From an optimization exercise on the open Yosys and OpenROAD flow, aimed at small area, a short achievable clock period and few clock cycles; shortcuts taken in it are not production practice. At most, simulation tests tie the RTL to the original design; equivalence was not proved.

==> v11: inputs <==
// ALU
module ALU #(
    parameter DATA_W = 32
)
(
    input                       i_clk,    
    input                       i_rst_n,  
    input                       i_valid,  
    input [DATA_W - 1 : 0]      i_A,      
    input [DATA_W - 1 : 0]      i_B,      
    input [         2 : 0]      i_inst,   
    output [2*DATA_W - 1 : 0]   o_data,   
    output                      o_done    
);
clock: 7.0 ns
lec_check: 0
cap_margin: 20
core_margin: 2
core_utilization: 55
setup_slack_margin: 3.0
slew_margin: 20
standard.sh (not shown) runs the stock make flow with config.mk's settings and CLKGATE_MAP_FILE= SYNTH_SCRIPT=/design/flow/synth_recipe.tcl, a recipe that flattens the netlist after the stock synthesis.
==> flow/flow/run.sh <==
#!/bin/bash
# The standard layout (the standard.sh: ORFS synthesis to final layout),
# with one ORFS setting changed: the port buffers are buf_2 cells instead of
# the resizer's default pick (a delay cell); every input and output port
# still gets a buffer.
set -euo pipefail
export BUFFER_PORTS_ARGS="-buffer_cell sky130_fd_sc_hd__buf_2"
bash standard.sh > standard.log 2>&1
==> inputs of v10, as changes to v11 <==
==> flow/config.mk (replaced) <==
export PLATFORM = sky130hd
export DESIGN_NAME = ALU
export DESIGN_NICKNAME = ALU
export VERILOG_FILES = /design/flow/design.v
export SDC_FILE = /design/flow/constraint.sdc
export NUM_CORES = 4
export LEC_CHECK = 0
export ABC_AREA = 1
export CAP_MARGIN = 20
export CORE_MARGIN = 2
export CORE_UTILIZATION = 40
export SETUP_SLACK_MARGIN = 3.3
export SLEW_MARGIN = 20
==> summary of the runs <==
v11 passed the timing, DRC and antenna checks. v10 produced a clean layout. Between v10 and v11, the lower worst hold slack is in v11 (gap 0.049 ns). Utilization: v10 is lower than v11 (16 points). In v11 the first-iteration DRC count is smaller than in v10, by about 10%. In v11 the sequential share of layout area is higher than in v10, by 1.3 points. Between v10 and v11, the lower setup slack is in v11 (gap 0.30 ns). In v10 the cell count is larger than in v11, by 43%.
==> figures <==
quantity	v11	v10
Outcome	no timing/DRC/antenna violations	no timing/DRC/antenna violations
Synthesized-area fraction occupied by and/or/nand/nor cells	0.151	0.305
Synthesized netlist net count	2,313	3,170
Met3 Usage GRT	0.117	0.0710
Die Span X	182 µm	219 µm
Worst-path fanout max	13	16
Area added between synthesis and finish	10.1%	11.4%
Tap Cells	402	600
Slew HR	0.264	0.262
Met2 layer wire length in the routed design	31.7 mm	42.2 mm
Final Cell Area	19,100 µm²	20,500 µm²
Most common library cell in the layout ignoring fill and taps	a21oi_1	nand2_1
Routability congestion estimate from global placement	1.11	1.02
Testbench counts of v11, summed over its fixed seeds: cycles 9,458.
Testbench counts of v10, summed over its fixed seeds: cycles 9,458.

========
==> build 55: inputs <==
ALU, a different RTL version from the one above (not shown whole).
Design ALU, start of the top module:
module ALU #(
    parameter DATA_W = 32
)
(
    input                       i_clk,    
    input                       i_rst_n,  
    input                       i_valid,  
    input [DATA_W - 1 : 0]      i_A,      
    input [DATA_W - 1 : 0]      i_B,      
    input [         2 : 0]      i_inst,   
    output [2*DATA_W - 1 : 0]   o_data,   
    output                      o_done    
);
    localparam S_IDLE = 3'd0, S_EXEC = 3'd1, S_MUL = 3'd2, S_MULF = 3'd3,
               S_DIV  = 3'd4, S_DIVC = 3'd5;
    reg  [2:0]  st;
    reg         done;
    reg  [2:0]  inst;
    reg  [4:0]  cnt;
    reg  [31:0] hi, lo;     
    reg  [31:0] opb;        
    reg  [31:0] hc;         
    reg         cy;         
    reg         rs;         
    reg         satf, sats; 
    assign o_data = {hi, satf ? {sats, {31{~sats}}} : lo};
    assign o_done = done;
    wire [35:0] p0 = {4'd0, opb & {32{lo[0]}}};
    wire [35:0] p1 = {3'd0, opb & {32{lo[1]}}, 1'b0};
    wire [35:0] p2 = {2'd0, opb & {32{lo[2]}}, 2'b0};
    wire [35:0] p3 = {1'd0, opb & {32{lo[3]}}, 3'b0};
    wire [35:0] p4 = {4'd0, hi};
    wire [35:0] p5 = {4'd0, hc};
    wire [35:0] s1a = p0 ^ p1 ^ p2;
    wire [35:0] c1a = {((p0 & p1) | (p0 & p2) | (p1 & p2)), 1'b0};
    wire [35:0] s1b = p3 ^ p4 ^ p5;
    wire [35:0] c1b = {((p3 & p4) | (p3 & p5) | (p4 & p5)), 1'b0};
    wire [35:0] s2  = s1a ^ c1a ^ s1b;
    wire [35:0] c2  = {((s1a & c1a) | (s1a & s1b) | (c1a & s1b)), 1'b0};
    wire [35:0] s3  = s2 ^ c2 ^ c1b;
    wire [35:0] c3  = {((s2 & c2) | (s2 & c1b) | (c2 & c1b)), 1'b0};
  ...
export LEC_CHECK = 0
export CAP_MARGIN = 20
export CORE_MARGIN = 2
export CORE_UTILIZATION = 40
export SETUP_SLACK_MARGIN = 2.5
export SLEW_MARGIN = 20
create_clock -name core_clock -period 7.0 [get_ports {i_clk}]
run.sh (not shown) runs the stock make flow with config.mk's settings and CLKGATE_MAP_FILE= SYNTH_SCRIPT=/design/flow/synth_recipe.tcl, a recipe that flattens the netlist after the stock synthesis.
Stock flow here: none of the scripts above is used.
==> build 81: changes against build 55 <==
Settings changed: SETUP_SLACK_MARGIN 2.5 to 3.5.
==> comparison <==
- Build 55 finished with timing, DRC and antenna clean. Build 81 passed the timing, DRC and antenna checks.
- In build 55 the wire length is smaller than in build 81, by 3.3%.
- In critical path depth, build 81 and build 55 do not differ.
- In clock skew, build 81 and build 55 hardly differ.
- Of build 81 and build 55, build 81 has the higher non-clock buffer count (gap 41).
- Against build 81, the first-iteration DRC count of build 55 is lower by 15%.
- Against build 81, the worst setup slack of build 55 is better by 0.023 ns.
- Hold slack: build 55 is better than build 81 (0.22 ns).
- Between build 81 and build 55, the lower clock-buffer cell count is in build 55 (gap 9).
==> figures <==
item                                                             build 81     build 55
Run status                               no timing/DRC/antenna violations  no timing/DRC/antenna violations
Placer congestion estimate                                           1.07         1.00
Non-Clock Buffer Count                                                265          224
Final critical-path share of the clock period                       65.7%        65.3%
Maximum number of pins on one net before global-route repair           62           65
Fin area                                                      21,600 um^2  20,400 um^2
Measured slew at the worst slew-check pin                         1.03 ns      1.19 ns
Fraction of met2 tracks used by global routing                      52.5%        53.1%
Total number of vias                                               16,700       16,100
Portion of the layout cell area used by clock cells                 2.72%        2.67%
First-pass GRT wire length                                     113,000 um   110,000 um
Avg Vias per Cell                                                    6.56         6.45
Final setup margin                                                2.40 ns      2.43 ns
CLK BUF                                                                27           18
Vias in the first global route                                     16,300       15,700
Final critical-path required period                               4.60 ns      4.57 ns
No functional check of the RTL was part of any run of this note.

-- separate check: timing with driven ports --
How much do the figures lean on ideal ports? The routed layouts below were timed once more, with nothing changed but the port constraints.
Step 1 assumes that a clkbuf_16 drives the clock port and a buf_2 every other input.
Step 2 adds t to the input delays and takes it off the output delays; t is the mean of the earliest and latest rising clock arrival at the registers after step 1. Input paths then give back, and output paths get back, about the clock's delay inside the block.
a / b / c = no drivers / after step 1 / after step 2; a / b = the first two.
run	t, ns	setup WS [ns]	worst setup path at the end	clock arrival spread, ns	pins driven straight from the clock port
v11	0.516	3.006 / 3.043 / 2.527	input to register	0.021 / 0.022	1
v10	0.542	3.310 / 3.310 / 2.832	input to register	0.019 / 0.019	1
build 55	0.522	2.427 / 2.427 / 2.295	input to register	0.014 / 0.014	1
build 81	0.510	2.404 / 2.404 / 2.404	register to register	0.013 / 0.013	1
After both steps setup and hold are still met in every run listed. The setup slack of v11, which loses most, moves by +0.037 ns with the drivers and by -0.479 ns with both steps.
